Context: an optimization exercise on an open-source flow, tuned for a short achievable clock period. The choices shown serve that exercise and are no tape-out recipe. For this run, only the layout was checked, not whether the RTL still works. Power figures rest on the tool's default switching activity, not on a simulated workload.

--- design/flow/config.mk ---
export PLATFORM = sky130hd
export DESIGN_NAME = uartprobe
export DESIGN_NICKNAME = uartprobe
export VERILOG_FILES = /design/flow/design.v
export SDC_FILE = /design/flow/constraint.sdc
export NUM_CORES = 4
export LEC_CHECK = 0
export ABC_CLOCK_PERIOD_IN_PS = 2000
export CAP_MARGIN = 20
export CORE_MARGIN = 2
export CORE_UTILIZATION = 40
export SETUP_SLACK_MARGIN = 2.4
export SLEW_MARGIN = 20
--- design/flow/constraint.sdc ---
create_clock -name core_clock -period 4.5 [get_ports {clk}]
set_input_delay 0.9000 -clock core_clock [delete_from_list [all_inputs] [get_ports {clk}]]
set_output_delay 0.9000 -clock core_clock [all_outputs]
set_load 0.01 [all_outputs]
--- design/flow/design.v ---
module uartprobe #(
    parameter [31:0] GPO_ON_RESET      = 32'hDEAD_BEEF,
    parameter [31:0] AXI_ADDR_ON_RESET = 32'b0
)(
input             clk,
input             m_aresetn,
input             rx_valid,
input      [ 7:0] rx_data,
output            rx_ready,
output            tx_valid,
output     [ 7:0] tx_data,
input             tx_ready,
output reg [31:0] gpo,
input      [31:0] gpi,
output     [31:0] m_axi_araddr,
input             m_axi_arready,
output     [ 2:0] m_axi_arsize,
output            m_axi_arvalid,
output     [31:0] m_axi_awaddr,
input             m_axi_awready,
output     [ 2:0] m_axi_awsize,
output            m_axi_awvalid,
output            m_axi_bready,
input      [ 1:0] m_axi_bresp,
input             m_axi_bvalid,
input      [31:0] m_axi_rdata,
output            m_axi_rready,
input      [ 1:0] m_axi_rresp,
input             m_axi_rvalid,
output reg [31:0] m_axi_wdata,
input             m_axi_wready,
output     [ 3:0] m_axi_wstrb,
output            m_axi_wvalid
);
reg         st_idle;
reg         st_oth;
reg  [3:0]  st_gpi_rd;       
reg  [3:0]  st_gpo_rd;       
reg  [3:0]  st_gpo_wr;       
reg  [3:0]  st_adr_rd;       
reg  [3:0]  st_adr_wr;       
reg  [3:0]  st_dat_rd;       
reg  [3:0]  st_dat_wr;       
reg         st_rst_rd;       
reg         st_rct_wr;       
reg         st_wst_rd;       
reg         st_wct_wr;       
reg         st_rd;           
reg         st_wr;           
reg         rx_ready_r;
reg  [ 7:0] tx_oth;          
reg         axi_rd_go;
reg         axi_wr_go;
reg         axi_wa_go;
reg  [31:0] axi_addr;
reg  [31:0] axi_data;
reg         axi_ctrl_ae;
reg         axi_ctrl_rv;
reg         axi_ctrl_wv;
reg  [ 1:0] axi_ctrl_rr;
reg  [ 1:0] axi_ctrl_wr;
assign rx_ready      = rx_ready_r & rx_valid;
assign tx_valid      = st_rd;
assign tx_data       = ({8{st_gpi_rd[0]}} & gpi[ 7: 0]) |
                       ({8{st_gpi_rd[1]}} & gpi[15: 8]) |
                       ({8{st_gpi_rd[2]}} & gpi[23:16]) |
                       ({8{st_gpi_rd[3]}} & gpi[31:24]) |
                       tx_oth;
assign m_axi_arsize  = 3'b0;
assign m_axi_arvalid = axi_rd_go;
assign m_axi_awsize  = 3'b0;
assign m_axi_awvalid = axi_wa_go;
assign m_axi_bready  = m_axi_bvalid;
assign m_axi_rready  = m_axi_rvalid;
assign m_axi_wstrb   = 4'b1111;
assign m_axi_wvalid  = axi_wr_go;
assign m_axi_araddr  = axi_addr;
assign m_axi_awaddr  = axi_addr;
wire [5:0]  rc    = rx_data[5:0];
wire        rxr   = rx_ready;
wire        enter = st_idle & rxr;            
wire        hold_rd = ~tx_ready;              
wire        hold_wr = ~rxr;                   
wire        hold  = (st_rd & hold_rd) | (st_wr & hold_wr);
wire        n_idle = st_idle ? (~rxr | (rc == 6'h01)) : ~hold;
wire        n_oth  = enter & ((rc == 6'h00) | (rc >= 6'h22));
reg  [3:0]  n_gpi_rd, n_gpo_rd, n_gpo_wr, n_adr_rd, n_adr_wr, n_dat_rd, n_dat_wr;
integer i;
always @(*) begin
    for (i = 0; i < 4; i = i + 1) begin
        n_gpi_rd[i] = (enter & (rc == 6'h02 + i)) | (st_gpi_rd[i] & hold_rd);
        n_gpo_rd[i] = (enter & (rc == 6'h06 + i)) | (st_gpo_rd[i] & hold_rd);
        n_gpo_wr[i] = (enter & (rc == 6'h0A + i)) | (st_gpo_wr[i] & hold_wr);
        n_adr_rd[i] = (enter & (rc == 6'h0E + i)) | (st_adr_rd[i] & hold_rd);
        n_adr_wr[i] = (enter & (rc == 6'h12 + i)) | (st_adr_wr[i] & hold_wr);
        n_dat_rd[i] = (enter & (rc == 6'h16 + i)) | (st_dat_rd[i] & hold_rd);
        n_dat_wr[i] = (enter & (rc == 6'h1A + i)) | (st_dat_wr[i] & hold_wr);
    end
end
wire        n_rst_rd = (enter & (rc == 6'h1E)) | (st_rst_rd & hold_rd);
wire        n_rct_wr = (enter & (rc == 6'h1F)) | (st_rct_wr & hold_wr);
wire        n_wst_rd = (enter & (rc == 6'h20)) | (st_wst_rd & hold_rd);
wire        n_wct_wr = (enter & (rc == 6'h21)) | (st_wct_wr & hold_wr);
wire        rc_rd = ((rc >= 6'h02) & (rc <= 6'h09)) |
                    ((rc >= 6'h0E) & (rc <= 6'h11)) |
                    ((rc >= 6'h16) & (rc <= 6'h19)) |
                    (rc == 6'h1E) | (rc == 6'h20);
wire        rc_wr = ((rc >= 6'h0A) & (rc <= 6'h0D)) |
                    ((rc >= 6'h12) & (rc <= 6'h15)) |
                    ((rc >= 6'h1A) & (rc <= 6'h1D)) |
                    (rc == 6'h1F) | (rc == 6'h21);
wire        n_rd  = (enter & rc_rd) | (st_rd & hold_rd);
wire        n_wr  = (enter & rc_wr) | (st_wr & hold_wr);
always @(posedge clk, negedge m_aresetn) begin : p_fsm
    if (!m_aresetn) begin
        st_idle   <= 1'b0;
        st_oth    <= 1'b1;
        st_gpi_rd <= 4'b0;
        st_gpo_rd <= 4'b0;
        st_gpo_wr <= 4'b0;
        st_adr_rd <= 4'b0;
        st_adr_wr <= 4'b0;
        st_dat_rd <= 4'b0;
        st_dat_wr <= 4'b0;
        st_rst_rd <= 1'b0;
        st_rct_wr <= 1'b0;
        st_wst_rd <= 1'b0;
        st_wct_wr <= 1'b0;
        st_rd     <= 1'b0;
        st_wr     <= 1'b0;
    end else begin
        st_idle   <= n_idle;
        st_oth    <= n_oth;
        st_gpi_rd <= n_gpi_rd;
        st_gpo_rd <= n_gpo_rd;
        st_gpo_wr <= n_gpo_wr;
        st_adr_rd <= n_adr_rd;
        st_adr_wr <= n_adr_wr;
        st_dat_rd <= n_dat_rd;
        st_dat_wr <= n_dat_wr;
        st_rst_rd <= n_rst_rd;
        st_rct_wr <= n_rct_wr;
        st_wst_rd <= n_wst_rd;
        st_wct_wr <= n_wct_wr;
        st_rd     <= n_rd;
        st_wr     <= n_wr;
    end
end
always @(posedge clk) rx_ready_r <= rx_valid;
wire        ctl_wr  = st_rct_wr | st_wct_wr;
wire        rv_d    = m_axi_rvalid | (axi_ctrl_rv & ~(st_rst_rd & tx_ready));
wire        wv_d    = m_axi_bvalid | (axi_ctrl_wv & ~(st_wst_rd & tx_ready));
wire [ 1:0] rr_d    = m_axi_rvalid ? m_axi_rresp : axi_ctrl_rr;
wire [ 1:0] wr_d    = m_axi_bvalid ? m_axi_bresp : axi_ctrl_wr;
wire [31:0] data_d  = m_axi_rvalid ? m_axi_rdata : axi_data;
wire        inc     = (m_axi_rvalid | m_axi_bvalid) & axi_ctrl_ae;
wire [31:0] addr_p4 = axi_addr + 32'h4;
wire [31:0] addr_ri = inc ? addr_p4 : axi_addr;
reg  [31:0] n_axi_addr;
always @(*) begin
    n_axi_addr = axi_addr;
    if (rxr) begin
        if (st_adr_wr[0]) n_axi_addr[ 7: 0] = rx_data;
        if (st_adr_wr[1]) n_axi_addr[15: 8] = rx_data;
        if (st_adr_wr[2]) n_axi_addr[23:16] = rx_data;
        if (st_adr_wr[3]) n_axi_addr[31:24] = rx_data;
    end
    if (inc) n_axi_addr = addr_p4;
end
always @(posedge clk, negedge m_aresetn) begin : p_axi_go
    if (!m_aresetn) begin
        axi_rd_go <= 1'b0;
        axi_wa_go <= 1'b0;
        axi_wr_go <= 1'b0;
    end else begin
        if (m_axi_arready)
            axi_rd_go <= 1'b0;
        else if (st_rct_wr && rx_valid && rx_data[0])
            axi_rd_go <= 1'b1;
        if (m_axi_awready)
            axi_wa_go <= 1'b0;
        else if (st_wct_wr && rx_valid && rx_data[0])
            axi_wa_go <= 1'b1;
        if (m_axi_wready)
            axi_wr_go <= 1'b0;
        else if (st_wct_wr && rx_valid && rx_data[0])
            axi_wr_go <= 1'b1;
    end
end
always @(posedge clk, negedge m_aresetn) begin : p_axi_ctrl
    if (!m_aresetn) begin
        axi_ctrl_ae <= 1'b1;
        axi_ctrl_rv <= 1'b1;
        axi_ctrl_wv <= 1'b1;
    end else begin
        if (ctl_wr && rx_valid)
            axi_ctrl_ae <= rx_data[1];
        axi_ctrl_rv <= rv_d;
        axi_ctrl_wv <= wv_d;
    end
end
always @(posedge clk) begin : p_axi_resp
    axi_ctrl_rr <= rr_d;
    axi_ctrl_wr <= wr_d;
    axi_data    <= data_d;
end
always @(posedge clk) begin : p_axi_wdata
    if (st_dat_wr[0] && rx_valid) m_axi_wdata[ 7: 0] <= rx_data;
    if (st_dat_wr[1] && rx_valid) m_axi_wdata[15: 8] <= rx_data;
    if (st_dat_wr[2] && rx_valid) m_axi_wdata[23:16] <= rx_data;
    if (st_dat_wr[3] && rx_valid) m_axi_wdata[31:24] <= rx_data;
end
always @(posedge clk, negedge m_aresetn) begin : p_axi_addr
    if (!m_aresetn)
        axi_addr <= AXI_ADDR_ON_RESET;
    else
        axi_addr <= n_axi_addr;
end
always @(posedge clk, negedge m_aresetn) begin : p_gpo
    if (!m_aresetn) begin
        gpo <= GPO_ON_RESET;
    end else begin
        if (st_gpo_wr[0] && rx_valid) gpo[ 7: 0] <= rx_data;
        if (st_gpo_wr[1] && rx_valid) gpo[15: 8] <= rx_data;
        if (st_gpo_wr[2] && rx_valid) gpo[23:16] <= rx_data;
        if (st_gpo_wr[3] && rx_valid) gpo[31:24] <= rx_data;
    end
end
wire [ 7:0] rst_d = {rr_d[0], 2'b00, rv_d, 2'b00, axi_ctrl_ae, 1'b0};
wire [ 7:0] wst_d = {wr_d[0], 2'b00, wv_d, 2'b00, axi_ctrl_ae, 1'b0};
wire [ 7:0] n_tx_oth =
    ({8{n_gpo_rd[0]}} & gpo[ 7: 0])     |
    ({8{n_gpo_rd[1]}} & gpo[15: 8])     |
    ({8{n_gpo_rd[2]}} & gpo[23:16])     |
    ({8{n_gpo_rd[3]}} & gpo[31:24])     |
    ({8{n_adr_rd[0]}} & addr_ri[ 7: 0]) |
    ({8{n_adr_rd[1]}} & addr_ri[15: 8]) |
    ({8{n_adr_rd[2]}} & addr_ri[23:16]) |
    ({8{n_adr_rd[3]}} & addr_ri[31:24]) |
    ({8{n_dat_rd[0]}} & data_d[ 7: 0])  |
    ({8{n_dat_rd[1]}} & data_d[15: 8])  |
    ({8{n_dat_rd[2]}} & data_d[23:16])  |
    ({8{n_dat_rd[3]}} & data_d[31:24])  |
    ({8{n_rst_rd}}    & rst_d)          |
    ({8{n_wst_rd}}    & wst_d)          ;
always @(posedge clk, negedge m_aresetn) begin : p_tx_oth
    if (!m_aresetn)
        tx_oth <= 8'b0;
    else
        tx_oth <= n_tx_oth;
end
endmodule
--- design/flow/run.sh ---
#!/bin/bash
# synth_recipe.tcl (not shown) runs the flow's synth.tcl, then flattens the netlist and writes it again
# the make line also repeats each setting of config.mk as NAME=value (left out here)
make -C /OpenROAD-flow-scripts/flow DESIGN_CONFIG=/design/flow/config.mk WORK_HOME=/design/flow/orfs CLKGATE_MAP_FILE= SYNTH_SCRIPT=/design/flow/synth_recipe.tcl finish
==> flow_summary_export.csv <==
group,metric,value,unit
critical_path,criticalPathCategory,"reg -> out",
power_and_ir_drop,p_total,5.93,mW
die,die_height,158,um
synth,synth_edf_count,32,
synth,yosysSeqAreaShare,47.8,%
placed_design,hpwl,24000,um
sta,slew_headroom,38.7,%
cts,clk_pin_slew,0.07,ns
sta,grt_setup_unrepaired,"true",
die,initial_core_util,40.5,%
final_layout,finalNetCount,1334,
flow_run,maxCapViolCount,0,
global_route,grt_max_degree,69,
cts,cts-root-buf,"clkbuf_16",
sta,clock_skew,0.0128,ns
sta,fin_crit_sh,55.3,%
power_and_ir_drop,powerDensity,416,mW/mm2
routing,viasPerCell,5.83,
critical_path,worst_setup_path_end_kind,"primary output",
global_route,antenna_found_initial,0,
synth,netlist_area,0.00945,mm2
placed_design,dp_slack,0.646,ns
die,die_area,0.0249,mm2
sta,hold_violations,0,
critical_path,arrival,1.59,ns
critical_path,critPathMaxFanout,6,
placed_design,place_congestion,0.924,
cts,cts_made_buffers,17,
synth,ys_ff_latch,180,
final_layout,drive_gt1_share,41.4,%
final_layout,antennaDiodeCount,0,
synth,synthesis.instances,909,
sta,final_max_slew_viol_count,0,
die,ioPinCount,238,
cts,numClockSinks,180,
global_route,busiest_layer,"met2",
routing,totalWireLength,36800,um
routing,via_count,9210,
hold_path,min_path_type,"reg -> reg",
global_route,use_met2,44.6,%
sta,max_clock_freq,0.402,GHz
global_route,grt_pass1_wl,53700,um
power_and_ir_drop,p_leak,6.24,nW
global_route,gr-usage-all-layers,29.0,%
global_route,grtUsageMet3,5.94,%
synth,yosysUniqueCellTypes,79,
critical_path,required,3.60,ns
global_route,grtUsageMet1,41.2,%
routing,drc,0,
routing,first_pass_iters,7,
global_route,first_global_vias,8649,
run_status,status,"no timing/DRC/antenna violations",
cts,htreeDepth,4,
sta,min_period,2.49,ns
power_and_ir_drop,vdd_drop_max,0.301,mV
die,rows,56,
cts,insertion_delay,0.45,ns
placed_design,numPortBuffers,225,
global_route,grt_overflow,0,
cts,hold_buffers,0,
routing,wl_per_cell,23.3,um
routing,ant_nets,0,
die,die_w,158,um
cts,cts_max_path_buffers,2,
die,core_area,0.0233,mm2
synth,synth_ff_type,"dfrtp_1",
synth,yosysWarnings,1,
critical_path,critPathLaunchType,"register",
sta,tightest_slew,0.919,ns
cts,cts_tree,"built",
synth,avgSynthCellArea,10.4,um2
final_layout,area_growth_syn_to_layout,50.6,%
synth,synthArstFlopShare,62.8,%
sta,setup_viol,0,
routing,drt_iter0_drc,926,
sta,finalWorstSetupSlack,2.01,ns
sta,fin_tns_setup,0,ns
==> registers in the layout, summed over array words and instances (netlist names), 4 cells and up <==
signal       cells
m_axi_wdata     32
st_gpo_wr        4
st_dat_wr        4
gpo             32
st_gpo_rd        4
tx_oth           8
st_dat_rd        4
axi_addr        32
st_adr_wr        4
st_adr_rd        4
st_gpi_rd        4
axi_data        32
==> worst max-delay path: stages, from the launching register on <==
cell and delay, ns:
dfrtp_2 0.47, buf_6 0.16, a222oi_1 0.30, nand2_1 0.07, buf_2 0.14
==> cells in the final DEF, fill, tap and decap left out, types with 7 or more instances in the layout <==
| cell type | instances |
|---|---|
| clkdlybuf4s50_1 | 30 |
| inv_8 | 7 |
| dfxtp_1 | 34 |
| buf_12 | 8 |
| clkbuf_2 | 10 |
| o21ai_0 | 34 |
| o22ai_1 | 8 |
| nand3_1 | 17 |
| nor2_1 | 51 |
| nor2b_1 | 8 |
| a22oi_2 | 8 |
| dfrtp_1 | 56 |
| and2_1 | 11 |
| a21oi_1 | 51 |
| mux2_2 | 48 |
| a31oi_1 | 14 |
| clkdlybuf4s15_1 | 8 |
| dfstp_2 | 27 |
| a22o_1 | 10 |
| nand2_1 | 61 |
| a22oi_1 | 18 |
| conb_1 | 10 |
| clkbuf_16 | 17 |
| mux2_4 | 15 |
| dfrtp_2 | 30 |
| xnor2_1 | 18 |
| xor2_1 | 7 |
| buf_4 | 146 |
| a32o_1 | 12 |
| a221o_1 | 7 |
| edfxtp_1 | 32 |
| nand4_1 | 13 |
| nand3_2 | 7 |
| inv_1 | 21 |
| buf_6 | 38 |
| o22a_1 | 7 |
| dlygate4sd2_1 | 109 |
| a222oi_1 | 13 |
| buf_2 | 46 |
==> cells by family after synthesis <==
logic type	Yosys count	share of synthesized area (%)
AOI/OAI and AO/OA	255	19.3
xor gates and xnor gates	27	2.50
adders and majority gates	1	0.132
buffers and inverters	124	7.15
DFF	180	47.8
muxes	72	8.50
other	2	0.0794
and+or+nand+nor	248	14.5
==> power by group <==
group / internal, mW / leakage, nW / switching (mW) / total (mW)
combinational: 1.10 / 4.00 / 1.22 / 2.32
clock: 0.756 / 0.293 / 0.769 / 1.52
sequential: 1.91 / 1.95 / 0.176 / 2.08
==> cell usage after synthesis (24+ instances only) <==
cell	number	area, um2
o21ai_0	41	205
edfxtp_1	32	961
nand3_1	24	120
dfxtp_1	35	701
mux2_2	62	698
nor2_1	53	199
dfrtp_1	86	2150
buf_4	44	330
buf_2	24	120
a22oi_1	26	195
nand2_1	65	244
dfstp_2	27	709
a21oi_1	60	300
==> through the flow <==
stage	instance area (um2)	std cells	hold WS (ns)	utilization, %
floorplan	9690	917	0.440	-
global route	14200	1580	0.509	61.0
finish	14200	1580	0.495	61.0
CTS	13600	1538	0.492	58.2
detailed placement	11900	1394	0.474	51.1
global placement	11900	1394	0.471	51.1
==> per-layer routing <==
layer / vias to the layer above / part of all wire (%)
li1: 4052 / -
met1: 4542 / 43
met2: 542 / 45
met3: 74 / 9.2
met4: 0 / 2.7
met5: - / 0
==> worst paths after layout <==
kind                         startpoint      endpoint  slack (ns)  depth (start not counted)
min                        axi_data[17]  axi_data[17]        0.50                          1
min in group asynchronous     m_aresetn     tx_oth[1]        0.58                          1
min reg2reg                axi_data[17]  axi_data[17]        0.50                          1
max                        st_gpi_rd[1]    tx_data[0]        2.01                          4
max reg2reg                     st_idle     tx_oth[3]        2.17                          7
max in group asynchronous     m_aresetn       gpo[27]        2.98                          2
==> final cells by class <==
type | count | area [um2]
multi-input cells | 613 | 4940
repair buffers | 412 | 3630
fillers | 1976 | 9100
flip-flops and latches | 180 | 4560
clock buffers | 17 | 425
inverters | 24 | 101
well taps | 319 | 399
clock inverters | 15 | 169
==> what timing repair did <==
item                                    4_1_cts  5_1_grt
gates resized for setup                     511      114
setup buffers                               107       41
endpoints found under the setup margin      222       47
cloned                                        5        1
pin swaps                                    55       41

static timing again, ports no longer ideal:
No port has a modelled driver above. Below, the same layout with a new extraction and two added sets of constraints.
Step 1 (the two cells are an assumption about what drives the block):
set clk [get_ports {clk}]
set_driving_cell -lib_cell sky130_fd_sc_hd__clkbuf_16 $clk
set_driving_cell -lib_cell sky130_fd_sc_hd__buf_2 [delete_from_list [all_inputs] $clk]
Step 2 moves the port delays by t, midway between the first and last clock arrival at a register: inputs arrive t later, outputs are due t later. That takes back most of the time a late clock gives input paths.
Three values: no drivers, after step 1, after step 2; two values: the first two.
shift t [ns]: 0.487
slack for setup (ns): 2.010 / 1.964 / 1.530
hold WS [ns]: 0.495 / 0.495 / 0.495
worst slew at a driven data input, ns: 0.12
After both steps this run still meets setup and hold. The setup slack of this run moves by -0.046 ns with the drivers and by -0.480 ns with both steps.
